Context: an optimization exercise on an open-source flow, tuned for small area and a short achievable clock period. The choices shown serve that exercise and are no tape-out recipe.
The RTL was checked by simulation tests, not by an equivalence proof against the original design.
No activity file was given, so power comes from the tool's default toggle rates.

### flow/run.sh
#!/bin/bash
# synth_recipe.tcl (not shown) runs the flow's synth.tcl, then flattens the netlist and writes it again
# the make line also repeats each setting of config.mk as NAME=value (left out here)
make -C /OpenROAD-flow-scripts/flow DESIGN_CONFIG=/design/flow/config.mk WORK_HOME=/design/flow/orfs CLKGATE_MAP_FILE= SYNTH_SCRIPT=/design/flow/synth_recipe.tcl finish
### flow/config.mk
export PLATFORM = sky130hd
export DESIGN_NAME = game_top
export DESIGN_NICKNAME = game_top
export VERILOG_FILES = /design/flow/design.v
export SDC_FILE = /design/flow/constraint.sdc
export NUM_CORES = 4
export LEC_CHECK = 0
export CAP_MARGIN = 20
export CORE_MARGIN = 2
export CORE_UTILIZATION = 40
export PLACE_DENSITY = 0.6
export SLEW_MARGIN = 20
### flow/constraint.sdc
create_clock -name core_clock -period 30.0 [get_ports {clk}]
set_input_delay 6.0000 -clock core_clock [delete_from_list [all_inputs] [get_ports {clk}]]
set_output_delay 6.0000 -clock core_clock [all_outputs]
set_load 0.01 [all_outputs]
### flow/design.v
module seven_segment_array_driver (
    input wire clk,
    input wire rst_n,
    input wire [31:0] display_data,  
    input wire [7:0] dot_point,      
    output reg [7:0] seg_com,        
    output reg [7:0] seg_data        
);
    parameter SCAN_DIV = 5000;  
    reg [15:0] scan_cnt;
    reg [2:0] digit_sel;
    reg [3:0] hex_val;
    reg dp_val;
    always @(posedge clk or negedge rst_n) begin
        if (!rst_n) begin
            scan_cnt <= 0;
            digit_sel <= 0;
        end else begin
            if (scan_cnt >= SCAN_DIV) begin
                scan_cnt <= 0;
                digit_sel <= digit_sel + 1;
            end else begin
                scan_cnt <= scan_cnt + 1;
            end
        end
    end
    always @(*) begin
        case (digit_sel)
            3'd0: begin seg_com = 8'b11111110; hex_val = display_data[3:0];   dp_val = dot_point[0]; end
            3'd1: begin seg_com = 8'b11111101; hex_val = display_data[7:4];   dp_val = dot_point[1]; end
            3'd2: begin seg_com = 8'b11111011; hex_val = display_data[11:8];  dp_val = dot_point[2]; end
            3'd3: begin seg_com = 8'b11110111; hex_val = display_data[15:12]; dp_val = dot_point[3]; end
            3'd4: begin seg_com = 8'b11101111; hex_val = display_data[19:16]; dp_val = dot_point[4]; end
            3'd5: begin seg_com = 8'b11011111; hex_val = display_data[23:20]; dp_val = dot_point[5]; end
            3'd6: begin seg_com = 8'b10111111; hex_val = display_data[27:24]; dp_val = dot_point[6]; end
            3'd7: begin seg_com = 8'b01111111; hex_val = display_data[31:28]; dp_val = dot_point[7]; end
            default: begin seg_com = 8'b11111111; hex_val = 4'h0; dp_val = 0; end
        endcase
    end
    always @(*) begin
        case (hex_val)
            4'h0: seg_data = 8'b11111100;  
            4'h1: seg_data = 8'b01100000;  
            4'h2: seg_data = 8'b11011010;  
            4'h3: seg_data = 8'b11110010;  
            4'h4: seg_data = 8'b01100110;  
            4'h5: seg_data = 8'b10110110;  
            4'h6: seg_data = 8'b10111110;  
            4'h7: seg_data = 8'b11100000;  
            4'h8: seg_data = 8'b11111110;  
            4'h9: seg_data = 8'b11110110;  
            4'hA: seg_data = 8'b11101110;  
            4'hB: seg_data = 8'b00010000;  
            4'hC: seg_data = 8'b10011100;  
            4'hD: seg_data = 8'b01111010;  
            4'hE: seg_data = 8'b10011110;  
            4'hF: seg_data = 8'b10001110;  
            default: seg_data = 8'b00000000;
        endcase
        if (dp_val) begin
            seg_data[0] = 1'b1;
        end
    end
endmodule
module adc_interface (
    input  wire clk,
    input  wire rst,          
    input  wire adc_data_in,  
    output reg  adc_cs_n,     
    output reg  adc_sclk,     
    output reg  adc_din,      
    output reg [7:0] dial_value,  
    output reg [7:0] cds_value    
);
    parameter integer CLK_DIV = 2500;
    reg [15:0] clk_cnt;
    reg sck_rise_en;  
    reg sck_fall_en;  
    always @(posedge clk or posedge rst) begin
        if (rst) begin
            clk_cnt     <= 0;
            adc_sclk    <= 0;
            sck_rise_en <= 0;
            sck_fall_en <= 0;
        end else begin
            sck_rise_en <= 0;
            sck_fall_en <= 0;
            if (clk_cnt >= (CLK_DIV - 1)) begin
                clk_cnt  <= 0;
                adc_sclk <= ~adc_sclk;
                if (adc_sclk == 0) sck_rise_en <= 1;  
                else               sck_fall_en <= 1;  
            end else begin
                clk_cnt <= clk_cnt + 1;
            end
        end
    end
    localparam S_IDLE  = 2'd0;
    localparam S_TRANS = 2'd1;
    localparam S_DONE  = 2'd2;
    reg [1:0] state;
    reg [4:0] bit_cnt;
    reg [2:0] channel_addr;
    reg [2:0] prev_addr;
    reg [15:0] shift_in;
    always @(posedge clk or posedge rst) begin
        if (rst) begin
            state        <= S_IDLE;
            adc_cs_n     <= 1;
            adc_din      <= 0;
            bit_cnt      <= 0;
            channel_addr <= 0;
            prev_addr    <= 0;
            shift_in     <= 0;
            dial_value   <= 0;
            cds_value    <= 0;
        end else begin
            case (state)
                S_IDLE: begin
                    adc_cs_n <= 1;
                    if (sck_fall_en) begin  
                        adc_cs_n <= 0;
                        bit_cnt  <= 0;
                        state    <= S_TRANS;
                    end
                end
                S_TRANS: begin
                    if (sck_rise_en) begin  
                        if (bit_cnt >= 1 && bit_cnt <= 16) begin
                            shift_in <= {shift_in[14:0], adc_data_in};
                        end
                        case (bit_cnt)
                            0:  adc_din <= 1'b1;             
                            1:  adc_din <= 1'b0;             
                            2:  adc_din <= 1'b0;             
                            3:  adc_din <= channel_addr[2];  
                            4:  adc_din <= channel_addr[1];  
                            5:  adc_din <= channel_addr[0];  
                            6:  adc_din <= 1'b1;             
                            7:  adc_din <= 1'b1;             
                            8:  adc_din <= 1'b0;             
                            9:  adc_din <= 1'b0;             
                            10: adc_din <= 1'b1;             
                            11: adc_din <= 1'b1;             
                            default: adc_din <= 1'b0;
                        endcase
                        bit_cnt <= bit_cnt + 1;
                        if (bit_cnt == 16) begin
                            state    <= S_DONE;
                            adc_cs_n <= 1;
                        end
                    end
                end
                S_DONE: begin
                    if (prev_addr == 0)      cds_value  <= shift_in[11:4];  
                    else if (prev_addr == 1) dial_value <= shift_in[11:4];  
                    prev_addr <= channel_addr;
                    channel_addr <= (channel_addr == 0) ? 1 : 0;
                    state <= S_IDLE;
                end
            endcase
        end
    end
endmodule
module dip_switch_driver (
    input wire clk,
    input wire rst_n,
    input wire [7:0] dip_in,
    output reg [7:0] dip_out
);
    parameter CNTR_WIDTH = 20; 
    reg [7:0] dip_sync_0;
    reg [7:0] dip_sync_1;
    always @(posedge clk or negedge rst_n) begin
        if (!rst_n) begin
            dip_sync_0 <= 8'h00;
            dip_sync_1 <= 8'h00;
        end else begin
            dip_sync_0 <= dip_in;
            dip_sync_1 <= dip_sync_0;
        end
    end
    reg [CNTR_WIDTH-1:0] debounce_cnt;
    wire sample_tick;
    always @(posedge clk or negedge rst_n) begin
        if (!rst_n) begin
            debounce_cnt <= 0;
        end else begin
            debounce_cnt <= debounce_cnt + 1;
        end
    end
    assign sample_tick = (debounce_cnt == 0);
    always @(posedge clk or negedge rst_n) begin
        if (!rst_n) begin
            dip_out <= 8'h00;
        end else if (sample_tick) begin
            dip_out <= dip_sync_1;
        end
    end
endmodule
module led_array_driver (
    input  wire rst_n,         
    input  wire [7:0] led_data,  
    output wire [7:0] led_out    
);
    assign led_out = (!rst_n) ? 8'hFF : ~led_data;
endmodule
module keypad_parallel_driver (
    input wire clk,
    input wire rst_n,
    input wire [11:0] key_in,    
    output reg [3:0] key_value,  
    output reg key_valid         
);
    parameter CNT_MAX = 1000000; 
    wire [11:0] key_in_inv;
    wire [11:0] key_clean;
    reg [11:0] key_prev;
    assign key_in_inv = ~key_in; 
    genvar i;
    generate
        for (i = 0; i < 12; i = i + 1) begin : key_debounce
            reg [19:0] cnt;
            reg sync_0, sync_1;
            reg clean_reg;
            always @(posedge clk or negedge rst_n) begin
                if (!rst_n) begin
                    cnt <= 0; clean_reg <= 0; sync_0 <= 0; sync_1 <= 0;
                end else begin
                    sync_0 <= key_in_inv[i];
                    sync_1 <= sync_0;
                    if (sync_1 != clean_reg) begin
                        cnt <= cnt + 1;
                        if (cnt >= CNT_MAX) begin
                            clean_reg <= sync_1;
                            cnt <= 0;
                        end
                    end else begin
                        cnt <= 0;
                    end
                end
            end
            assign key_clean[i] = clean_reg;
        end
    endgenerate
    always @(posedge clk or negedge rst_n) begin
        if (!rst_n) begin
            key_prev <= 0; key_valid <= 0; key_value <= 0;
        end else begin
            key_prev <= key_clean; 
            key_valid <= 0;        
            if (key_clean[0] && !key_prev[0]) begin
                key_value <= 4'd1; key_valid <= 1;
            end else if (key_clean[1] && !key_prev[1]) begin
                key_value <= 4'd2; key_valid <= 1;
            end else if (key_clean[2] && !key_prev[2]) begin
                key_value <= 4'd3; key_valid <= 1;
            end else if (key_clean[3] && !key_prev[3]) begin
                key_value <= 4'd4; key_valid <= 1;
            end else if (key_clean[4] && !key_prev[4]) begin
                key_value <= 4'd5; key_valid <= 1;
            end else if (key_clean[5] && !key_prev[5]) begin
                key_value <= 4'd6; key_valid <= 1;
            end else if (key_clean[6] && !key_prev[6]) begin
                key_value <= 4'd7; key_valid <= 1;
            end else if (key_clean[7] && !key_prev[7]) begin
                key_value <= 4'd8; key_valid <= 1;
            end
            else if (key_clean[9] && !key_prev[9]) begin
                key_value <= 4'd10; key_valid <= 1;  
            end else if (key_clean[10] && !key_prev[10]) begin
                key_value <= 4'd0; key_valid <= 1;   
            end else if (key_clean[11] && !key_prev[11]) begin
                key_value <= 4'd11; key_valid <= 1;  
            end
        end
    end
endmodule
module rgb_led_driver (
    input  wire       clk,
    input  wire       rst_n,
    input  wire [2:0] color_sel,  
    input  wire       blink_en,   
    output wire [3:0] r_out,
    output wire [3:0] g_out,
    output wire [3:0] b_out
);
    parameter BLINK_MAX = 25000000; 
    reg [24:0] cnt;
    reg blink_state;
    reg mask; 
    always @(posedge clk or negedge rst_n) begin
        if(!rst_n) begin
            cnt <= 0;
            blink_state <= 1'b1;  
        end else begin
            if(cnt >= BLINK_MAX) begin
                cnt <= 0;
                blink_state <= ~blink_state;
            end else begin
                cnt <= cnt + 1;
            end
        end
    end
    always @(*) begin
        if (blink_en) mask = blink_state;
        else          mask = 1'b1;  
    end
    assign r_out = {4{ ~(color_sel[2] & mask) }};
    assign g_out = {4{ ~(color_sel[1] & mask) }};
    assign b_out = {4{ ~(color_sel[0] & mask) }};
endmodule
module servo_motor_driver (
    input wire clk,
    input wire rst_n,
    input wire [7:0] angle_val,  
    output reg servo_pwm
);
    parameter PWM_PERIOD = 1000000;  
    parameter MIN_WIDTH = 30000;
    parameter MAX_WIDTH = 120000;
    parameter ANGLE_STEP = 500;
    reg [19:0] cnt;
    reg [19:0] target_width;   
    reg [19:0] current_width;  
    always @(*) begin
        if (angle_val > 180) 
            target_width = MAX_WIDTH;
        else 
            target_width = MIN_WIDTH + (angle_val * ANGLE_STEP);
    end
    always @(posedge clk or negedge rst_n) begin
        if (!rst_n) begin
            cnt <= 0;
            servo_pwm <= 0;
            current_width <= MIN_WIDTH;  
        end else begin
            if (cnt >= PWM_PERIOD - 1) begin
                cnt <= 0;
                servo_pwm <= 1;  
                current_width <= target_width; 
            end else begin
                cnt <= cnt + 1;
                if (cnt < current_width) 
                    servo_pwm <= 1;
                else 
                    servo_pwm <= 0;
            end
        end
    end
endmodule
module single_seven_segment_driver (
    input  wire [3:0] hex_value,  
    input  wire       dp_in,      
    output reg  [7:0] seg_out     
);
    parameter ACTIVE_LOW = 1;
    reg [7:0] seg_decode;  
    always @(*) begin
        case(hex_value)
            4'h0: seg_decode = 8'b11111100;
            4'h1: seg_decode = 8'b01100000;
            4'h2: seg_decode = 8'b11011010;
            4'h3: seg_decode = 8'b11110010;
            4'h4: seg_decode = 8'b01100110;
            4'h5: seg_decode = 8'b10110110;
            4'h6: seg_decode = 8'b10111110;
            4'h7: seg_decode = 8'b11100000;
            4'h8: seg_decode = 8'b11111110;
            4'h9: seg_decode = 8'b11110110;
            4'hA: seg_decode = 8'b11101110;
            4'hB: seg_decode = 8'b00111110;
            4'hC: seg_decode = 8'b10011100;
            4'hD: seg_decode = 8'b01111010;
            4'hE: seg_decode = 8'b10011110;
            4'hF: seg_decode = 8'b10001110;
            default: seg_decode = 8'b00000000;
        endcase
        if(dp_in) seg_decode[0] = 1'b1;
        else      seg_decode[0] = 1'b0;
    end
    always @(*) begin
        if (ACTIVE_LOW) begin
            seg_out = ~seg_decode;
        end else begin
            seg_out = seg_decode;
        end
    end
endmodule
module step_motor_driver (
    input wire clk,
    input wire rst_n,
    input wire step_pulse,       
    input wire dir,              
    output reg [3:0] motor_phase  
);
    reg [1:0] step_idx;
    always @(posedge clk or negedge rst_n) begin
        if (!rst_n) begin
            step_idx <= 0;
            motor_phase <= 4'b0000;  
        end else begin
            if (step_pulse) begin
                if (dir == 0) step_idx <= step_idx + 1;
                else          step_idx <= step_idx - 1;
            end
            case (step_idx)
                2'b00: motor_phase <= 4'b1100;
                2'b01: motor_phase <= 4'b0110;
                2'b10: motor_phase <= 4'b0011;
                2'b11: motor_phase <= 4'b1001;
                default: motor_phase <= 4'b0000;
            endcase
        end
    end
endmodule
module text_lcd_driver (
    input  wire         clk,
    input  wire         rst_n,
    input  wire [127:0] line1_buffer,
    input  wire [127:0] line2_buffer,
    output reg          lcd_rs,
    output reg          lcd_rw,
    output reg          lcd_en,
    output reg  [7:0]   lcd_data
);
    parameter CNT_INIT  = 100000;
    parameter CNT_PULSE = 50;
    parameter CNT_EXEC  = 2500;
    reg [19:0] delay_cnt;
    reg [5:0]  char_idx;
    reg [3:0]  state;
    localparam S_INIT_WAIT = 0;
    localparam S_SET_DATA  = 1;
    localparam S_EN_HIGH   = 2;
    localparam S_EN_LOW    = 3;
    localparam S_WAIT_EXEC = 4;
    reg [3:0]  cmd_step;
    reg [7:0]  target_data;
    reg        target_rs;
    reg [19:0] wait_limit;
    wire [7:0] char_data [0:31];
    genvar i;
    generate
        for(i=0; i<16; i=i+1) begin : parsing
            assign char_data[i]    = line1_buffer[8*(15-i) +: 8];
            assign char_data[16+i] = line2_buffer[8*(15-i) +: 8];
        end
    endgenerate
    always @(posedge clk or negedge rst_n) begin
        if(!rst_n) begin
            state <= S_INIT_WAIT;
            cmd_step <= 0;
            char_idx <= 0;
            lcd_en <= 0;
            delay_cnt <= 0;
            lcd_rs <= 0; lcd_rw <= 0; lcd_data <= 0;
            target_rs <= 0; target_data <= 0;
        end else begin
            case(state)
                S_INIT_WAIT: begin
                    if(delay_cnt < CNT_INIT) delay_cnt <= delay_cnt + 1;
                    else begin
                        delay_cnt <= 0;
                        state <= S_SET_DATA;
                        cmd_step <= 0; 
                    end
                end
                S_SET_DATA: begin
                    lcd_rw <= 0;
                    case(cmd_step)
                        0: begin target_rs<=0; target_data<=8'h38; end
                        1: begin target_rs<=0; target_data<=8'h0C; end
                        2: begin target_rs<=0; target_data<=8'h01; end
                        3: begin target_rs<=0; target_data<=8'h06; end
                        4: begin
                            target_rs <= 0;
                            if(char_idx < 16) target_data <= 8'h80 + char_idx;
                            else              target_data <= 8'hC0 + (char_idx-16);
                        end
                        5: begin
                            target_rs <= 1;
                            target_data <= char_data[char_idx];
                        end
                    endcase
                    lcd_rs <= target_rs;
                    lcd_data <= target_data;
                    state <= S_EN_HIGH;
                    delay_cnt <= 0;
                end
                S_EN_HIGH: begin
                    lcd_en <= 1;
                    if(delay_cnt < CNT_PULSE) delay_cnt <= delay_cnt + 1;
                    else begin
                        delay_cnt <= 0;
                        state <= S_EN_LOW;
                    end
                end
                S_EN_LOW: begin
                    lcd_en <= 0;
                    state <= S_WAIT_EXEC;
                end
                S_WAIT_EXEC: begin
                    wait_limit = (cmd_step == 2) ? CNT_INIT : CNT_EXEC;
                    if(delay_cnt < wait_limit) delay_cnt <= delay_cnt + 1;
                    else begin
                        delay_cnt <= 0;
                        state <= S_SET_DATA;
                        if(cmd_step < 4) cmd_step <= cmd_step + 1;
                        else if(cmd_step == 4) cmd_step <= 5;
                        else begin
                            if(char_idx == 31) begin
                                char_idx <= 0;
                                cmd_step <= 4;
                            end else begin
                                char_idx <= char_idx + 1;
                                cmd_step <= 4;
                            end
                        end
                    end
                end
            endcase
        end
    end
endmodule
module game_timer (
    input wire clk,
    input wire rst_n,
    input wire game_enable,      
    input wire timer_reset,      
    input wire [3:0] stability,  
    output reg [15:0] time_bcd,  
    output reg time_out          
);
    parameter CLK_FREQ      = 50_000_000;
    parameter START_TIME_MM = 8'h05;  
    parameter START_TIME_SS = 8'h00;  
    parameter SIM_MODE      = 0; 
    reg [31:0] tick_cnt;
    reg [31:0] tick_limit;
    reg [7:0] min_val;  
    reg [7:0] sec_val;  
    parameter DIVIDER = (SIM_MODE) ? 1000 : 1;
    always @(*) begin
        case (stability)
            4'd9: tick_limit = 50_000_000 / DIVIDER;  
            4'd8: tick_limit = 47_222_222 / DIVIDER;
            4'd7: tick_limit = 44_444_444 / DIVIDER;
            4'd6: tick_limit = 41_666_666 / DIVIDER;
            4'd5: tick_limit = 38_888_888 / DIVIDER;
            4'd4: tick_limit = 36_111_111 / DIVIDER;
            4'd3: tick_limit = 33_333_333 / DIVIDER;  
            4'd2: tick_limit = 30_555_555 / DIVIDER;
            4'd1: tick_limit = 27_777_777 / DIVIDER;
            4'd0: tick_limit = 25_000_000 / DIVIDER;  
            default: tick_limit = 50_000_000 / DIVIDER;
        endcase
    end
    always @(posedge clk or negedge rst_n) begin
        if (!rst_n) begin
            min_val <= START_TIME_MM;
            sec_val <= START_TIME_SS;
            tick_cnt <= 0;
            time_out <= 0;
        end else begin
            time_out <= 0;  
            if (timer_reset) begin
                min_val <= START_TIME_MM;
                sec_val <= START_TIME_SS;
                tick_cnt <= 0;
            end 
            else if (game_enable) begin
                if (min_val != 0 || sec_val != 0) begin
                    if (tick_cnt >= tick_limit) begin
                        tick_cnt <= 0;
                        if (sec_val == 0) begin
                            sec_val <= 8'h59;
                            if (min_val != 0) begin
                                if (min_val[3:0] == 0) min_val <= min_val - 8'h07; 
                                else                   min_val <= min_val - 8'h01;
                            end
                        end else begin
                            if (sec_val[3:0] == 0) sec_val <= sec_val - 8'h07;
                            else                   sec_val <= sec_val - 8'h01;
                        end
                    end else begin
                        tick_cnt <= tick_cnt + 1;
                    end
                end else begin
                    time_out <= 1; 
                end
            end
        end
    end
    always @(*) begin
        time_bcd = {min_val, sec_val};
    end
endmodule
module main_fsm (
    input wire clk,
    input wire rst_n,
    input wire game_start_btn,
    input wire phase_clear,
    input wire time_out,
    input wire puzzle_fail,
    input wire event_fail,
    input wire puzzle_correct,
    output reg [2:0] current_state,
    output reg [3:0] stability,
    output reg game_enable,
    output reg timer_reset,
    output reg game_clear,
    output reg game_over
);
    localparam IDLE    = 3'd0;
    localparam PHASE1  = 3'd1;
    localparam PHASE2  = 3'd2;
    localparam PHASE3  = 3'd3;
    localparam PHASE4  = 3'd4;
    localparam SUCCESS = 3'd5;
    localparam FAIL    = 3'd6;
    reg [2:0] next_state;
    reg p_fail_prev, e_fail_prev, p_corr_prev;
    wire p_fail_edge, e_fail_edge, p_corr_edge;
    assign p_fail_edge = puzzle_fail & ~p_fail_prev;
    assign e_fail_edge = event_fail & ~e_fail_prev;
    assign p_corr_edge = puzzle_correct & ~p_corr_prev;
    always @(posedge clk or negedge rst_n) begin
        if (!rst_n) begin
            current_state <= IDLE;
            p_fail_prev <= 0; e_fail_prev <= 0; p_corr_prev <= 0;
        end else begin
            current_state <= next_state;
            p_fail_prev <= puzzle_fail;
            e_fail_prev <= event_fail;
            p_corr_prev <= puzzle_correct;
        end
    end
    always @(*) begin
        next_state = current_state;
        case (current_state)
            IDLE: if (game_start_btn) next_state = PHASE1;
            PHASE1: begin
                if (time_out) next_state = FAIL;  
                else if (phase_clear) next_state = PHASE2;
            end
            PHASE2: begin
                if (time_out) next_state = FAIL;
                else if (phase_clear) next_state = PHASE3;
            end
            PHASE3: begin
                if (time_out) next_state = FAIL;
                else if (phase_clear) next_state = PHASE4;
            end
            PHASE4: begin
                if (time_out) next_state = FAIL;
                else if (phase_clear) next_state = SUCCESS;
            end
            SUCCESS: begin end
            FAIL: begin end
            default: next_state = IDLE;
        endcase
    end
    always @(posedge clk or negedge rst_n) begin
        if (!rst_n) begin
            stability <= 4'd9;
        end else begin
            if (current_state == IDLE) begin
                stability <= 4'd9;
            end else if (game_enable) begin
                if ((p_fail_edge || e_fail_edge) && stability > 0)
                    stability <= stability - 1;  
                else if (p_corr_edge && stability < 9)
                    stability <= stability + 1;
            end
        end
    end
    always @(*) begin
        game_enable = 0;
        game_clear = 0;
        game_over = 0;
        timer_reset = 0;
        case (current_state)
            IDLE: timer_reset = 1;
            PHASE1, PHASE2, PHASE3, PHASE4: game_enable = 1;
            SUCCESS: game_clear = 1;
            FAIL:    game_over = 1;
        endcase
    end
endmodule
module random_event_generator (
    input wire clk,
    input wire rst_n,
    input wire [2:0] current_state,  
    input wire event_active,         
    output reg trig_ev1,             
    output reg trig_ev2              
);
    parameter MIN_TIME = 32'd250_000_000;  
    parameter MAX_TIME = 32'd750_000_000;  
    reg [31:0] timer_cnt;
    reg [31:0] target_time;
    reg [31:0] lfsr;
    wire feedback = lfsr[31] ^ lfsr[21] ^ lfsr[1] ^ lfsr[0];
    always @(posedge clk or negedge rst_n) begin
        if (!rst_n) begin
            lfsr <= 32'h1234_5678;  
            target_time <= MIN_TIME;
        end else begin
            lfsr <= {lfsr[30:0], feedback};
            if (trig_ev1 || trig_ev2) begin
                target_time <= MIN_TIME + (lfsr % (MAX_TIME - MIN_TIME));
            end
        end
    end
    always @(posedge clk or negedge rst_n) begin
        if (!rst_n) begin
            timer_cnt <= 0;
            trig_ev1 <= 0;
            trig_ev2 <= 0;
        end else begin
            trig_ev1 <= 0;  
            trig_ev2 <= 0;
            if ((current_state == 3'd1 || current_state == 3'd3 || current_state == 3'd4) 
                && !event_active) begin
                if (timer_cnt >= target_time) begin
                    timer_cnt <= 0;
                    if (lfsr[0]) trig_ev1 <= 1;
                    else         trig_ev2 <= 1;
                end else begin
                    timer_cnt <= timer_cnt + 1;
                end
            end else begin
            end
        end
    end
endmodule
module phase1_puzzle1 (
    input wire clk,
    input wire rst_n,
    input wire enable,
    input wire [7:0] dip_sw,      
    input wire key_valid,         
    input wire [3:0] key_value,   
    input wire [15:0] timer_data, 
    output reg [31:0] seg_data,   
    output reg [7:0] led_out,     
    output reg clear,             
    output reg fail,              
    output reg correct            
);
    localparam KEY_SUBMIT = 4'd0;   
    localparam KEY_STAR   = 4'd10;  
    localparam KEY_HASH   = 4'd11;  
    localparam TARGET_RESULT = 8'hFF;
    reg edit_mode; 
    reg [7:0] nums [0:8]; 
    reg [1:0] ops  [0:7];  
    reg [7:0] calc_result;
    integer i;
    always @(posedge clk or negedge rst_n) begin
        if (!rst_n) begin
            clear <= 0; fail <= 0; correct <= 0;
            edit_mode <= 0; 
            led_out <= 8'hFF; 
            nums[0] <= 8'h12; nums[1] <= 8'h34; nums[2] <= 8'h56; 
            nums[3] <= 8'h78; nums[4] <= 8'h9A; nums[5] <= 8'hBC;
            nums[6] <= 8'hDE; nums[7] <= 8'hF0; nums[8] <= 8'hAA;
            for (i=0; i<8; i=i+1) ops[i] <= 0; 
        end else if (enable) begin
            clear <= 0; fail <= 0; correct <= 0;
            if (key_valid) begin
                case (key_value)
                    KEY_SUBMIT: begin
                        if (calc_result == TARGET_RESULT) begin
                            clear <= 1; correct <= 1;
                        end else begin
                            fail <= 1; 
                        end
                        edit_mode <= 0; 
                        led_out <= 8'hFF;
                    end
                    KEY_STAR: begin
                        edit_mode <= ~edit_mode;
                        if (edit_mode == 0) led_out <= 8'h00; 
                        else                led_out <= 8'hFF; 
                    end
                    KEY_HASH: begin
                    end
                    default: begin
                        if (key_value >= 1 && key_value <= 8) begin
                            if (edit_mode == 0) begin
                                nums[key_value - 1] <= ~nums[key_value - 1];
                            end 
                        end
                    end
                endcase
            end
        end else begin
             clear <= 0; fail <= 0; correct <= 0;
        end
    end
    always @(*) begin
        calc_result = nums[0]; 
        for (i = 0; i < 8; i = i + 1) begin
            if (dip_sw[i]) begin 
                calc_result = calc_result | nums[i+1];
            end
        end
    end
    always @(*) begin
        seg_data = {
            3'd0, calc_result[7], 
            3'd0, calc_result[6],
            3'd0, calc_result[5],
            3'd0, calc_result[4],
            3'd0, calc_result[3],
            3'd0, calc_result[2],
            3'd0, calc_result[1],
            3'd0, calc_result[0]
        };
    end
endmodule
module phase1_puzzle2_dial (
    input wire clk,
    input wire rst_n,
    input wire enable,
    input wire [7:0] adc_dial_val,   
    input wire btn_click,            
    output reg [31:0] target_seg_data,  
    output reg [7:0] cursor_led,        
    output reg [7:0] servo_angle,       
    output reg clear,
    output reg fail
);
    parameter TIME_LIMIT_SEC = 3;       
    parameter CLK_FREQ = 50_000_000;    
    parameter MAX_TICK = TIME_LIMIT_SEC * CLK_FREQ; 
    localparam S_INIT = 0;
    localparam S_PLAY = 1;
    localparam S_DONE = 2;
    reg [1:0] state;
    reg [2:0] target_pos;    
    reg [2:0] current_pos;   
    reg [31:0] timer_cnt;    
    reg [15:0] lfsr_reg;
    wire feedback = lfsr_reg[15] ^ lfsr_reg[13] ^ lfsr_reg[12] ^ lfsr_reg[10];
    always @(posedge clk or negedge rst_n) begin
        if (!rst_n) begin
            lfsr_reg <= 16'hACE1;
            target_pos <= 0;
            state <= S_INIT;
            timer_cnt <= 0;
            clear <= 0; fail <= 0;
        end else begin
            lfsr_reg <= {lfsr_reg[14:0], feedback};
            clear <= 0; 
            fail <= 0;
            if (enable) begin
                case (state)
                    S_INIT: begin
                        target_pos <= lfsr_reg[2:0]; 
                        timer_cnt <= MAX_TICK;
                        state <= S_PLAY;
                    end
                    S_PLAY: begin
                        if (timer_cnt > 0) begin
                            timer_cnt <= timer_cnt - 1;
                            if (btn_click) begin
                                if (current_pos == target_pos) begin
                                    clear <= 1;
                                    state <= S_DONE; 
                                end else begin
                                    fail <= 1; 
                                    state <= S_INIT; 
                                end
                            end
                        end else begin
                            fail <= 1;
                            state <= S_INIT;
                        end
                    end
                    S_DONE: begin
                    end
                endcase
            end else begin
                state <= S_INIT;
            end
        end
    end
    always @(*) begin
        current_pos = adc_dial_val[7:5];  
        case (current_pos)
            3'd0: cursor_led = 8'b00000001;
            3'd1: cursor_led = 8'b00000010;
            3'd2: cursor_led = 8'b00000100;
            3'd3: cursor_led = 8'b00001000;
            3'd4: cursor_led = 8'b00010000;
            3'd5: cursor_led = 8'b00100000;
            3'd6: cursor_led = 8'b01000000;
            3'd7: cursor_led = 8'b10000000;
            default: cursor_led = 8'b00000000;
        endcase
        servo_angle = current_pos * 8'd25; 
    end
    always @(*) begin
        if (enable && state != S_DONE) begin
            target_seg_data = {8{4'hB}}; 
            case (target_pos)
                3'd0: target_seg_data[3:0]   = 4'h0;  
                3'd1: target_seg_data[7:4]   = 4'h0; 
                3'd2: target_seg_data[11:8]  = 4'h0; 
                3'd3: target_seg_data[15:12] = 4'h0; 
                3'd4: target_seg_data[19:16] = 4'h0; 
                3'd5: target_seg_data[23:20] = 4'h0; 
                3'd6: target_seg_data[27:24] = 4'h0; 
                3'd7: target_seg_data[31:28] = 4'h0;  
            endcase
        end else begin
            target_seg_data = 32'h00000000;
        end
    end
endmodule
module phase1_puzzle3 (
    input wire clk,
    input wire rst_n,
    input wire enable,
    input wire [7:0] dip_sw,         
    input wire btn_submit,           
    input wire [15:0] timer_data,    
    output reg [31:0] seg_data,      
    output reg [7:0] led_out,        
    output reg clear,                
    output reg fail                  
);
    localparam INITIAL_PATTERN = 8'h2B; 
    reg [7:0] dip_prev;
    reg puzzle_active;
    reg [7:0] next_led_out; 
    reg [7:0] switch_masks [0:7];
    integer i;
    always @(posedge clk or negedge rst_n) begin
        if (!rst_n) begin
            led_out <= INITIAL_PATTERN;
            dip_prev <= 0;
            clear <= 0; fail <= 0;
            puzzle_active <= 0;
            switch_masks[0] <= 8'b01001011;  
            switch_masks[1] <= 8'b00010110;  
            switch_masks[2] <= 8'b10101101;  
            switch_masks[3] <= 8'b01011010;  
            switch_masks[4] <= 8'b10110101;  
            switch_masks[5] <= 8'b11101101;  
            switch_masks[6] <= 8'b11010010;  
            switch_masks[7] <= 8'b10100100;  
        end else begin
            if (enable) begin
                clear <= 0; fail <= 0; 
                if (!puzzle_active) begin
                    led_out <= INITIAL_PATTERN;
                    dip_prev <= dip_sw; 
                    puzzle_active <= 1;
                end else begin
                    next_led_out = led_out; 
                    for (i = 0; i < 8; i = i + 1) begin
                        if (dip_sw[i] != dip_prev[i]) begin
                            next_led_out = next_led_out ^ switch_masks[i];
                        end
                    end
                    led_out <= next_led_out;
                    dip_prev <= dip_sw; 
                    if (btn_submit) begin
                        if (led_out == 8'h00) clear <= 1;
                        else                  fail <= 1;
                    end
                end
            end else begin
                puzzle_active <= 0;
                clear <= 0; fail <= 0;
            end
        end
    end
    always @(*) begin
        if (enable) begin
            seg_data = {timer_data, 16'hCAFE}; 
        end else begin
            seg_data = 32'h00000000;
        end
    end
endmodule
module phase1_final_click (
    input wire clk,
    input wire rst_n,
    input wire enable,
    input wire btn_click,
    output reg [31:0] seg_display,
    output reg motor_pulse,
    output reg clear
);
    reg [7:0] current_cnt;
    reg [7:0] target_cnt;
    reg target_set_flag;
    reg [15:0] lfsr_reg;
    wire feedback = lfsr_reg[15] ^ lfsr_reg[13] ^ lfsr_reg[12] ^ lfsr_reg[10];
    always @(posedge clk or negedge rst_n) begin
        if (!rst_n) begin
            lfsr_reg <= 16'hCAFE;
            target_cnt <= 8'd30;
            target_set_flag <= 0;
        end else begin
            lfsr_reg <= {lfsr_reg[14:0], feedback};
            if (enable) begin
                if (!target_set_flag) begin
                    target_cnt <= {3'b0, lfsr_reg[4:0]} + 8'd20;
                    target_set_flag <= 1;
                end
            end else begin
                target_set_flag <= 0;
            end
        end
    end
    always @(posedge clk or negedge rst_n) begin
        if (!rst_n) begin
            current_cnt <= 0; motor_pulse <= 0; clear <= 0;
        end else begin
            motor_pulse <= 0;
            if (enable) begin
                if (btn_click) begin
                    if (current_cnt < target_cnt) begin
                        current_cnt <= current_cnt + 1;
                        motor_pulse <= 1; 
                    end
                end
                if (current_cnt >= target_cnt) clear <= 1;
                else clear <= 0;
            end else begin
                current_cnt <= 0; clear <= 0;
            end
        end
    end
    function [11:0] bin2bcd(input [7:0] bin);
        integer i;
        begin
            bin2bcd = 0;
            for (i = 7; i >= 0; i = i - 1) begin
                if (bin2bcd[3:0] >= 5) bin2bcd[3:0] = bin2bcd[3:0] + 3;
                if (bin2bcd[7:4] >= 5) bin2bcd[7:4] = bin2bcd[7:4] + 3;
                if (bin2bcd[11:8] >= 5) bin2bcd[11:8] = bin2bcd[11:8] + 3;
                bin2bcd = {bin2bcd[10:0], bin[i]};
            end
        end
    endfunction
    reg [11:0] current_bcd;
    reg [11:0] target_bcd;
    always @(*) begin
        current_bcd = bin2bcd(current_cnt);
        target_bcd = bin2bcd(target_cnt);
        seg_display = 32'hFFFF_FFFF;
        seg_display[23:16] = 8'hFF;
        seg_display[15:8]  = 8'hFF;
        seg_display[31:28] = current_bcd[3:0];
        seg_display[27:24] = current_bcd[7:4];
        seg_display[7:4] = target_bcd[3:0];
        seg_display[3:0] = target_bcd[7:4];
    end
endmodule
module event1_overload (
    input wire clk,
    input wire rst_n,
    input wire event_start,          
    input wire [7:0] cds_value,      
    output reg [7:0] servo_angle,    
    output reg piezo_warn,           
    output reg event_success,        
    output reg event_fail,           
    output reg event_active          
);
    parameter DROP_MARGIN   = 8'd3;     
    parameter integer SERVO_STEP_PERIOD = 200_000;  
    parameter OVERLOAD_ANGLE = 8'd180;  
    parameter IDLE_ANGLE     = 8'd0;
    parameter BEEP_PERIOD = 12500000;
    localparam IDLE    = 2'b00;
    localparam WARNING = 2'b01; 
    localparam RESULT  = 2'b10;
    reg [1:0] state;
    reg [31:0] servo_step_cnt;        
    reg [24:0] beep_cnt;
    reg [7:0] ambient_level;          
    reg [7:0] live_cds_value;         
    wire drop_success;
    wire servo_reach_next;
    assign drop_success = (ambient_level > live_cds_value) &&
                          ((ambient_level - live_cds_value) >= DROP_MARGIN);
    assign servo_reach_next = (servo_angle >= OVERLOAD_ANGLE) ||
                              ((servo_angle == OVERLOAD_ANGLE - 1) && (servo_step_cnt >= SERVO_STEP_PERIOD));
    always @(posedge clk or negedge rst_n) begin
        if (!rst_n) begin
            state <= IDLE;
            event_success <= 0; event_fail <= 0; event_active <= 0;
            servo_angle <= IDLE_ANGLE; piezo_warn <= 0; beep_cnt <= 0;
            ambient_level <= 0; live_cds_value <= 0;
            servo_step_cnt <= 0;
        end else begin
            case (state)
                IDLE: begin
                    event_success <= 0; event_fail <= 0; event_active <= 0;
                    piezo_warn <= 0; beep_cnt <= 0;
                    servo_angle <= IDLE_ANGLE;
                    servo_step_cnt <= 0;
                    if (event_start) begin
                        state <= WARNING;
                        event_active <= 1;
                        ambient_level <= cds_value;
                        live_cds_value <= cds_value;
                        piezo_warn <= 1; 
                    end
                end
                WARNING: begin
                    live_cds_value <= cds_value;
                    if (beep_cnt >= BEEP_PERIOD) begin
                        beep_cnt <= 0;
                        piezo_warn <= ~piezo_warn;  
                    end else begin
                        beep_cnt <= beep_cnt + 1;
                    end
                    if (drop_success) begin
                        event_success <= 1;
                        state <= RESULT;
                    end else if (servo_reach_next) begin
                        servo_angle <= OVERLOAD_ANGLE;
                        servo_step_cnt <= 0;
                        event_fail <= 1;
                        state <= RESULT;
                    end else begin
                        if (servo_step_cnt >= SERVO_STEP_PERIOD) begin
                            servo_step_cnt <= 0;
                            servo_angle <= servo_angle + 1;
                        end else begin
                            servo_step_cnt <= servo_step_cnt + 1;
                        end
                    end
                end
                RESULT: begin
                    event_active <= 0; 
                    piezo_warn <= 0; 
                    servo_angle <= IDLE_ANGLE;
                    servo_step_cnt <= 0;
                    state <= IDLE;      
                end
                default: state <= IDLE;
            endcase
        end
    end
endmodule
module event2_danger (
    input wire clk,
    input wire rst_n,
    input wire event_start,           
    input wire btn_pressed,
    output reg [7:0] servo_angle,
    output reg [2:0] rgb_led,
    output reg event_success,
    output reg event_fail,
    output reg event_active
);
    parameter SWEEP_SPEED = 200_000; 
    parameter TIME_LIMIT = 250_000_000; 
    localparam SERVO_MAX   = 8'd180;
    localparam GRN_WIDTH   = 8'd40;    
    localparam YEL_MARGIN  = 8'd40;    
    localparam BASE_MIN    = YEL_MARGIN;
    localparam BASE_MAX    = SERVO_MAX - GRN_WIDTH - YEL_MARGIN;
    localparam RAND_SPAN   = BASE_MAX - BASE_MIN + 1;
    localparam COLOR_RED = 3'b110;   
    localparam COLOR_YEL = 3'b010;
    localparam COLOR_GRN = 3'b011;
    localparam COLOR_OFF = 3'b000;
    localparam IDLE   = 2'b00;
    localparam SCAN   = 2'b01; 
    localparam FINISH = 2'b10;
    reg [1:0] state;
    reg [31:0] move_cnt;
    reg [31:0] timer_cnt;
    reg direction;
    reg [7:0] rand_state;
    reg [7:0] green_start, green_end;
    reg [7:0] yel_low_start, yel_low_end;
    reg [7:0] yel_high_start, yel_high_end;
    wire [7:0] rand_next = {rand_state[6:0], rand_state[7] ^ rand_state[5] ^ rand_state[4] ^ rand_state[3]};
    wire [7:0] next_green_start = BASE_MIN + (rand_next % RAND_SPAN);
    wire [7:0] next_green_end   = next_green_start + GRN_WIDTH;
    wire [7:0] next_yel_low_start  = (next_green_start >= YEL_MARGIN) ? (next_green_start - YEL_MARGIN) : 8'd0;
    wire [7:0] next_yel_low_end    = next_green_start;
    wire [7:0] next_yel_high_start = next_green_end;
    wire [7:0] next_yel_high_end   = (next_green_end + YEL_MARGIN <= SERVO_MAX) ? (next_green_end + YEL_MARGIN) : SERVO_MAX;
    always @(posedge clk or negedge rst_n) begin
        if (!rst_n) begin
            state <= IDLE;
            servo_angle <= 0; rgb_led <= COLOR_OFF;
            event_success <= 0; event_fail <= 0; event_active <= 0;
            move_cnt <= 0; timer_cnt <= 0; direction <= 0;
            rand_state <= 8'hA5;
            green_start <= BASE_MIN;
            green_end <= BASE_MIN + GRN_WIDTH;
            yel_low_start <= (BASE_MIN >= YEL_MARGIN) ? (BASE_MIN - YEL_MARGIN) : 8'd0;
            yel_low_end <= BASE_MIN;
            yel_high_start <= BASE_MIN + GRN_WIDTH;
            yel_high_end <= ((BASE_MIN + GRN_WIDTH + YEL_MARGIN) <= SERVO_MAX) ? (BASE_MIN + GRN_WIDTH + YEL_MARGIN) : SERVO_MAX;
        end else begin
            case (state)
                IDLE: begin
                    event_success <= 0; event_fail <= 0; event_active <= 0;
                    rgb_led <= COLOR_OFF; move_cnt <= 0; timer_cnt <= 0;
                    if (event_start) begin
                        state <= SCAN;
                        event_active <= 1;
                        servo_angle <= 0;
                        direction <= 0;
                        rand_state <= rand_next;
                        green_start <= next_green_start;
                        green_end <= next_green_end;
                        yel_low_start <= next_yel_low_start;
                        yel_low_end <= next_yel_low_end;
                        yel_high_start <= next_yel_high_start;
                        yel_high_end <= next_yel_high_end;
                    end
                end
                SCAN: begin
                    if (move_cnt >= SWEEP_SPEED) begin
                        move_cnt <= 0;
                        if (direction == 0) begin 
                            if (servo_angle >= 180) direction <= 1;
                            else servo_angle <= servo_angle + 1;
                        end else begin
                            if (servo_angle <= 0) direction <= 0;
                            else servo_angle <= servo_angle - 1;
                        end
                    end else begin
                        move_cnt <= move_cnt + 1;
                    end
                    if (servo_angle < yel_low_start) rgb_led <= COLOR_RED;
                    else if (servo_angle < yel_low_end) rgb_led <= COLOR_YEL;
                    else if (servo_angle < green_end) rgb_led <= COLOR_GRN;
                    else if (servo_angle < yel_high_end) rgb_led <= COLOR_YEL;
                    else rgb_led <= COLOR_RED;
                    timer_cnt <= timer_cnt + 1;
                    if (timer_cnt >= TIME_LIMIT) begin
                        event_fail <= 1; 
                        state <= FINISH;
                    end else if (btn_pressed) begin
                        if ((servo_angle >= green_start) && (servo_angle < green_end)) event_success <= 1; 
                        else event_fail <= 1;
                        state <= FINISH;
                    end
                end
                FINISH: begin
                    event_active <= 0; rgb_led <= COLOR_OFF;
                    state <= IDLE;
                end
                default: state <= IDLE;
            endcase
        end
    end
endmodule
module game_top (
    input wire clk,              
    input wire [11:0] keypad_in, 
    input wire [7:0] dip_in,     
    input wire adc_data_in,      
    output wire [7:0] seg_com,   
    output wire [7:0] seg_data,  
    output wire [7:0] seg_single_data,
    output wire [7:0] led_out,   
    output wire [2:0] f_led1, f_led2, f_led3, f_led4,
    output wire lcd_rs, lcd_rw, lcd_en,
    output wire [7:0] lcd_data,
    output wire servo_pwm,        
    output wire [3:0] step_motor_phase, 
    output wire piezo_out,
    output wire adc_cs_n, adc_sclk, adc_din         
);
    wire sys_rst; 
    assign sys_rst = ~keypad_in[8];  
    wire [3:0] key_val;        
    wire key_pulse;            
    wire btn_main_action;
    assign btn_main_action = key_pulse && (key_val == 4'd0);
    wire btn_p4_action;
    assign btn_p4_action = key_pulse && (key_val == 4'd1);
    wire btn_event_action;
    assign btn_event_action = key_pulse && (key_val == 4'd11);
    wire [7:0] dip_sync;       
    wire [7:0] adc_dial_val;   
    wire [7:0] adc_cds_val;   
    wire [2:0] current_state;  
    wire [3:0] stability;      
    wire game_enable;          
    wire timer_reset_sig;      
    wire game_clear_sig;       
    wire game_over_sig;        
    wire time_out_sig;         
    wire [15:0] time_bcd;      
    wire p1_clear, p2_clear, p3_clear, p4_clear;
    wire p1_fail, p2_fail, p3_fail; 
    wire ev1_fail, ev2_fail;
    wire p_fail_sig, e_fail_sig;
    assign p_fail_sig = p1_fail | p2_fail | p3_fail;
    assign e_fail_sig = ev1_fail | ev2_fail;
    wire p_correct_sig;
    wire ev1_success, ev2_success;
    wire stability_recover_sig;
    assign stability_recover_sig = p_correct_sig | ev1_success | ev2_success;
    wire ev1_active, ev2_active; 
    wire is_event_running;
    assign is_event_running = ev1_active | ev2_active;
    wire auto_trig_ev1, auto_trig_ev2;
    reg [31:0] seg_display_data;
    reg [7:0] led_display_data;
    reg [7:0] servo_target_angle;
    reg [2:0] rgb_target_color;
    reg [127:0] lcd_line1; 
    reg [127:0] lcd_line2;
    wire [7:0] p1_led, p2_led, p3_led;
    wire [31:0] p1_seg, p2_seg, p3_seg, p4_seg;
    wire [7:0] p2_servo, ev1_servo, ev2_servo;
    wire p4_motor_pulse; 
    wire ev1_piezo;
    wire [2:0] ev2_rgb;
    wire [3:0] rgb_r_vec, rgb_g_vec, rgb_b_vec;
    dip_switch_driver #(.CNTR_WIDTH(4)) u_dip_driver (
        .clk(clk), .rst_n(~sys_rst), .dip_in(dip_in), .dip_out(dip_sync)
    );
    adc_interface #(.CLK_DIV(3)) u_adc_driver (
        .clk(clk), .rst(sys_rst),
        .adc_data_in(adc_data_in), .adc_cs_n(adc_cs_n), .adc_sclk(adc_sclk), .adc_din(adc_din),
        .dial_value(adc_dial_val), .cds_value(adc_cds_val)
    );
    keypad_parallel_driver #(.CNT_MAX(8)) u_keypad_driver (
        .clk(clk), .rst_n(~sys_rst), .key_in(keypad_in), .key_value(key_val), .key_valid(key_pulse)
    );
    random_event_generator #(.MIN_TIME(32'd1250), .MAX_TIME(32'd3750)) u_rand_gen (
        .clk(clk), .rst_n(~sys_rst),
        .current_state(current_state),
        .event_active(is_event_running),
        .trig_ev1(auto_trig_ev1),
        .trig_ev2(auto_trig_ev2)
    );
    main_fsm u_fsm (
        .clk(clk), .rst_n(~sys_rst),
        .game_start_btn(btn_main_action),
        .phase_clear(p1_clear | p2_clear | p3_clear | p4_clear),
        .time_out(time_out_sig),
        .puzzle_fail(p_fail_sig), .event_fail(e_fail_sig), .puzzle_correct(stability_recover_sig),
        .current_state(current_state), .stability(stability), .game_enable(game_enable),
        .timer_reset(timer_reset_sig), .game_clear(game_clear_sig), .game_over(game_over_sig)
    );
    game_timer #(.DIVIDER(200000)) u_timer (
        .clk(clk), .rst_n(~sys_rst),
        .game_enable(game_enable), .timer_reset(timer_reset_sig), .stability(stability),
        .time_bcd(time_bcd), .time_out(time_out_sig)
    );
    phase1_puzzle1 u_puzzle1 (
        .clk(clk), .rst_n(~sys_rst), 
        .enable(current_state == 3'd1),
        .dip_sw(dip_sync), .key_valid(key_pulse), .key_value(key_val),
        .timer_data(time_bcd),
        .led_out(p1_led), .seg_data(p1_seg), .clear(p1_clear), 
        .fail(p1_fail), 
        .correct(p_correct_sig)
    );
    phase1_puzzle2_dial #(.CLK_FREQ(250)) u_puzzle2 (
        .clk(clk), .rst_n(~sys_rst), 
        .enable(current_state == 3'd2),
        .adc_dial_val(adc_dial_val), 
        .btn_click(btn_main_action),     
        .target_seg_data(p2_seg), .cursor_led(p2_led), .servo_angle(p2_servo),
        .clear(p2_clear), 
        .fail(p2_fail) 
    );
    phase1_puzzle3 u_puzzle3 (
        .clk(clk), .rst_n(~sys_rst), 
        .enable(current_state == 3'd3),
        .dip_sw(dip_sync), 
        .btn_submit(btn_main_action), 
        .timer_data(time_bcd),    
        .seg_data(p3_seg), .led_out(p3_led), .clear(p3_clear), 
        .fail(p3_fail) 
    );
    phase1_final_click u_puzzle4 (
        .clk(clk), .rst_n(~sys_rst), 
        .enable(current_state == 3'd4),
        .btn_click(btn_p4_action),     
        .seg_display(p4_seg), .motor_pulse(p4_motor_pulse), .clear(p4_clear)
    );
    event1_overload #(.SERVO_STEP_PERIOD(1), .BEEP_PERIOD(62)) u_event1 (
        .clk(clk), .rst_n(~sys_rst), 
        .event_start(auto_trig_ev1), 
        .cds_value(adc_cds_val),
        .servo_angle(ev1_servo), .piezo_warn(ev1_piezo),
        .event_success(ev1_success), 
        .event_fail(ev1_fail), 
        .event_active(ev1_active)
    );
    event2_danger #(.SWEEP_SPEED(1), .TIME_LIMIT(1250)) u_event2 (
        .clk(clk), .rst_n(~sys_rst), 
        .event_start(auto_trig_ev2), 
        .btn_pressed(btn_event_action), 
        .servo_angle(ev2_servo), .rgb_led(ev2_rgb),
        .event_success(ev2_success), 
        .event_fail(ev2_fail), 
        .event_active(ev2_active)
    );
    always @(*) begin
        case (current_state)
            3'd1: seg_display_data = p1_seg; 
            3'd2: seg_display_data = p2_seg;
            3'd3: seg_display_data = p3_seg; 
            3'd4: seg_display_data = p4_seg;
            3'd5: seg_display_data = 32'h8888_8888;  
            3'd6: seg_display_data = 32'hDEAD_DEAD;  
            default: seg_display_data = 32'hFFFF_1d1E; 
        endcase
    end
    always @(*) begin
        case (current_state)
            3'd1: led_display_data = p1_led;
            3'd2: led_display_data = p2_led;
            3'd3: led_display_data = p3_led;
            default: led_display_data = 8'h00;
        endcase
    end
    always @(*) begin
        if (ev1_active)      servo_target_angle = ev1_servo;
        else if (ev2_active) servo_target_angle = ev2_servo;
        else if (current_state == 3'd2) servo_target_angle = p2_servo;
        else servo_target_angle = 8'd90;
    end
    always @(*) begin
        if (ev2_active) 
            rgb_target_color = ev2_rgb;
        else 
            rgb_target_color = 3'b000;
    end
    reg [127:0] lcd_timer_str;
    always @(*) begin
        lcd_timer_str = {
            8'h54, 8'h49, 8'h4D, 8'h45, 8'h3A, 8'h20,  
            (8'h30 + {4'b0, time_bcd[15:12]}),         
            (8'h30 + {4'b0, time_bcd[11:8]}),          
            8'h3A,                                     
            (8'h30 + {4'b0, time_bcd[7:4]}),           
            (8'h30 + {4'b0, time_bcd[3:0]}),           
            8'h20, 8'h20, 8'h20, 8'h20, 8'h20          
        };
    end
    always @(*) begin
        case (current_state)
            3'd0: begin lcd_line1 = "READY TO PLAY   "; lcd_line2 = lcd_timer_str; end
            3'd1: begin lcd_line1 = "PHASE 1: NUMBER "; lcd_line2 = lcd_timer_str; end
            3'd2: begin lcd_line1 = "PHASE 2: DIAL   "; lcd_line2 = lcd_timer_str; end
            3'd3: begin lcd_line1 = "PHASE 3: LOGIC  "; lcd_line2 = lcd_timer_str; end
            3'd4: begin lcd_line1 = "PHASE 4: CLICK  "; lcd_line2 = lcd_timer_str; end
            3'd5: begin lcd_line1 = "BOMB DEFUSED!   "; lcd_line2 = "YOU ARE SAFE :) "; end
            3'd6: begin lcd_line1 = "EXPLOSION !!!   "; lcd_line2 = "GAME OVER :(    "; end
            default: begin lcd_line1 = "FPGA BOMB GAME  "; lcd_line2 = "initializing... "; end
        endcase
    end
    seven_segment_array_driver #(.SCAN_DIV(4)) u_seg_driver (
        .clk(clk), .rst_n(~sys_rst),
        .display_data(seg_display_data), .dot_point(8'h00),
        .seg_com(seg_com), .seg_data(seg_data)
    );
    single_seven_segment_driver #(
        .ACTIVE_LOW(1'b0)
    ) u_single_seg (
        .hex_value(stability), .dp_in(1'b0), .seg_out(seg_single_data)
    );
    servo_motor_driver #(.PWM_PERIOD(2000), .MIN_WIDTH(60), .MAX_WIDTH(240), .ANGLE_STEP(1)) u_servo_driver (
        .clk(clk), .rst_n(~sys_rst),
        .angle_val(servo_target_angle), .servo_pwm(servo_pwm)
    );
    step_motor_driver u_step_driver (
        .clk(clk), .rst_n(~sys_rst),
        .step_pulse(p4_motor_pulse), .dir(1'b0), .motor_phase(step_motor_phase)
    );
    rgb_led_driver u_rgb_driver (
        .clk(clk), .rst_n(~sys_rst),
        .color_sel(rgb_target_color), .blink_en(1'b0), 
        .r_out(rgb_r_vec), .g_out(rgb_g_vec), .b_out(rgb_b_vec)
    );
    assign f_led1 = {rgb_b_vec[0], rgb_r_vec[0], rgb_g_vec[0]};
    assign f_led2 = {rgb_b_vec[1], rgb_r_vec[1], rgb_g_vec[1]};
    assign f_led3 = {rgb_b_vec[2], rgb_r_vec[2], rgb_g_vec[2]};
    assign f_led4 = {rgb_b_vec[3], rgb_r_vec[3], rgb_g_vec[3]};
    assign piezo_out = ev1_piezo; 
    led_array_driver u_led_driver (
        .rst_n(~sys_rst), .led_data(led_display_data), .led_out(led_out)
    );
    text_lcd_driver #(.CNT_INIT(200), .CNT_PULSE(2), .CNT_EXEC(8)) u_lcd_driver (
        .clk(clk), .rst_n(~sys_rst),
        .line1_buffer(lcd_line1), .line2_buffer(lcd_line2),
        .lcd_rs(lcd_rs), .lcd_rw(lcd_rw), .lcd_en(lcd_en), .lcd_data(lcd_data)
    );
endmodule
==> impl_metrics.yaml <==
floorplanning:
  core_area_um2: 142000
  die_h_um: 382
  io_pins: 86
  start_util: 0.403
  die_w_um: 382
  dieArea_um2: 146000
  rows: 138
detailed_routing:
  first_pass_iters: 6
  drc_errors: 0
  wirelength_um: 137000
  wl_per_cell_um: 16.5
  vias_per_cell: 5.48
  drt_iter0_drc: 3384
  num_vias: 45300
  ant_nets: 0
timing:
  final_max_slew_viol_count: 0
  period_share: 0.817
  min_period_ns: 24.50
  fin_hold_ws_ns: 0.335
  clock.fmax_mhz: 40.8
  hold_viol: 0
  setup_viol: 0
  rsz0062_at_grt: "no"
  worst_clock_skew_ns: 0.0458
  worst_slew_pin_slew_ns: 1.13
  tns_ns: 0
  maxSlewHeadroom: 0.244
final_layout:
  syn_to_final_growth_pct: 12.6
  layout_commonest_cell: "dfrtp_1"
  reg_top3: "u_keypad_driver.key_debounce.cnt (220), u_puzzle1.nums (72)"
  largest_reg_flops: 220
  largest-register: "u_keypad_driver.key_debounce.cnt"
  fin_cells: 8255
  layout-drive-gt1-share: 0.0998
  n_antenna_cell: 0
  layout.nets: 6530
  final_cell_mix: "dfrtp_1, nor2_1, nand2_1, a21oi_1, o21ai_0"
grt:
  grt_pass1_vias: 44100
  track_usage: 0.185
  antenna_found_initial: 1
  grt_overflow_total: 0
  use_met1: 0.259
  met3_usage: 0.0283
  grt_pass1_wl_um: 228000
  grt_max_degree: 178
  grt.met2_usage: 0.293
  busiest_layer: "met2"
place:
  port_buffers: 82
  dp.cells: 8047
  place_congestion: 0.942
  hpwl_um: 95400
clocking:
  cts_setup_buffers: 0
  cts_buffers: 110
  cts_tree: "done"
  ctsResizeCount: 0
  cts_sinks: 1002
  cts.clk_slew.worst_paths_ns: 0.06
  insertion_delay_ns: 0.74
  cts.htree.levels: 3
  cts_hold_buf: 0
  clock_path_buffers: 3
  clockRootBuffer: "clkbuf_16"
logic_synthesis:
  yosysWarnings: 22
  synth.cell_area_um2: 57200
  ys_seq_area_frac: 0.441
  synth_cells: 6081
  synth_top_flop_cell: "dfrtp_1"
  ys_types: 136
  async_reset_ff_frac: 1.00
  ys_ff_latch: 1002
  avgSynthCellArea_um2: 9.40
  synth-edff-count: 0
setup_path:
  cp_slowest_cell: "a41oi_1"
  worstPathMaxFanout: 18
  ff2ff_setup_slack_ns: 5.50
  worstSetupStartpointType: "flip-flop"
  cp.required_ns: 30.58
  critical_path_class: "flip-flop to flip-flop"
  critPathArrivalTime_ns: 25.07
  end_kind: "flip-flop"
  cp_common_cell: "o21ai_1"
  cpPeakStageDelay_ns: 0.85
pwr:
  ir_drop_v: 0.0000520
  powerDensity_nw_per_um2: 63.6
  p_leak_nw: 27.8
job:
  maxCapViolCount: 0
min_path:
  hp-class: "flip-flop to flip-flop"
status:
  status: "no timing/DRC/antenna violations"
==> layer usage <==
layer | share of wire | wire [µm] | vias to the layer above
met3 | 0.054 | 7350 | 242
met5 | 0 | 0 | -
li1 | - | - | 22100
met1 | 0.47 | 64100 | 21800
met4 | 0.027 | 3640 | 0
met2 | 0.45 | 61500 | 1113
==> final cells by class <==
| class | count | area [µm²] |
|---|---|---|
| multi-input cells | 4747 | 30600 |
| flip-flops and latches | 1002 | 25200 |
| inverters | 291 | 1090 |
| fillers | 13500 | 77400 |
| repair buffers | 117 | 1110 |
| clock buffers | 163 | 3180 |
| well taps | 1890 | 2360 |
| clock inverters | 45 | 756 |
==> worst max-delay path: cells and delay by family, from the launching register on <==
| family | cells | cell delay (ns) |
|---|---|---|
| compound gates | 42 | 14.69 |
| xor+xnor | 4 | 1.29 |
| fa+ha+maj | 2 | 0.71 |
| flops | 1 | 0.60 |
| mux | 3 | 1.10 |
| simple gates | 15 | 5.93 |
==> report_power, final <==
group,internal (W),switching [W]
Clock,0.000855,0.000579
Combinational,0.000402,0.000584
Sequential,0.00153,0.000145
==> worst paths after layout <==
kind                                  startpoint                         to  depth (start not counted)
max                          u_rand_gen.lfsr[23]  u_rand_gen.target_time[9]                         66
min                        u_puzzle2.lfsr_reg[3]      u_puzzle2.lfsr_reg[4]                          0
max reg2reg                  u_rand_gen.lfsr[23]  u_rand_gen.target_time[9]                         66
min reg2reg                u_puzzle2.lfsr_reg[3]      u_puzzle2.lfsr_reg[4]                          0
max in group asynchronous           keypad_in[8]  u_event1.ambient_level[7]                          4
min in group asynchronous           keypad_in[8]       u_timer.tick_cnt[17]                          1
==> Yosys cell counts (75+ instances only) <==
| cell | instances | area [µm²] |
|---|---|---|
| dfrtp_1 | 899 | 22500 |
| nor2_1 | 638 | 2390 |
| nand2_1 | 478 | 1790 |
| a21oi_1 | 341 | 1710 |
| o21ai_0 | 333 | 1670 |
| inv_1 | 287 | 1080 |
| ha_1 | 236 | 2950 |
| xnor2_1 | 207 | 1810 |
| nand3_1 | 198 | 991 |
| clkbuf_1 | 197 | 739 |
| nor3_1 | 158 | 791 |
| mux2_2 | 156 | 1760 |
| nor4_1 | 129 | 807 |
| xor2_1 | 129 | 1130 |
| dfstp_2 | 103 | 2710 |
| and2_1 | 93 | 582 |
| nand4_1 | 82 | 513 |
| and3_1 | 81 | 507 |
| a31oi_1 | 75 | 469 |
| nor2b_1 | 75 | 469 |
==> cells by family after synthesis <==
| kind of cell | synth area share |
|---|---|
| AO/OA/AOI/OAI | 0.185 |
| XOR/XNOR | 0.0540 |
| adder cells (fa/ha/maj) | 0.0554 |
| buffers and inverters | 0.0376 |
| flip-flops | 0.441 |
| multiplexers | 0.0396 |
| other | 0.0000656 |
| AND/OR/NAND/NOR | 0.188 |
==> stage by stage <==
stage	setup WS, ns	area, µm²	utilization	power [W]
3_3_place_gp	6.12	60400	0.426	0.00265
2_1_floorplan	10.38	58000	-	0.00233
3_5_place_dp	5.52	60400	0.426	0.00267
6_report	5.50	64400	0.454	0.00410
5_1_grt	3.29	64400	0.454	0.00434
4_1_cts	5.41	64300	0.454	0.00414

-- afterwards: timing with drivers on the ports --
No port has a modelled driver above. Below, the same layout with a new extraction and two added sets of constraints. Step 1: set_driving_cell puts a clkbuf_16 on clk and a buf_2 on each other input, an assumption about the parent block. Step 2 times the ports against the registers' clock, not the clock port: input delays grow and output delays shrink by t, the midpoint of the rising clock arrivals with the driver on. Three values: ideal ports, drivers, drivers and shift; two values: the first two.
shift t [ns]: 0.800
setup slack, ns: 5.502 / 5.502 / 5.502
worst register clock-pin slew, ns: 0.07 / 0.07
After both steps setup and hold are still met in this run. The setup slack of this run moves by 0.000 ns with the drivers and by 0.000 ns with both steps.
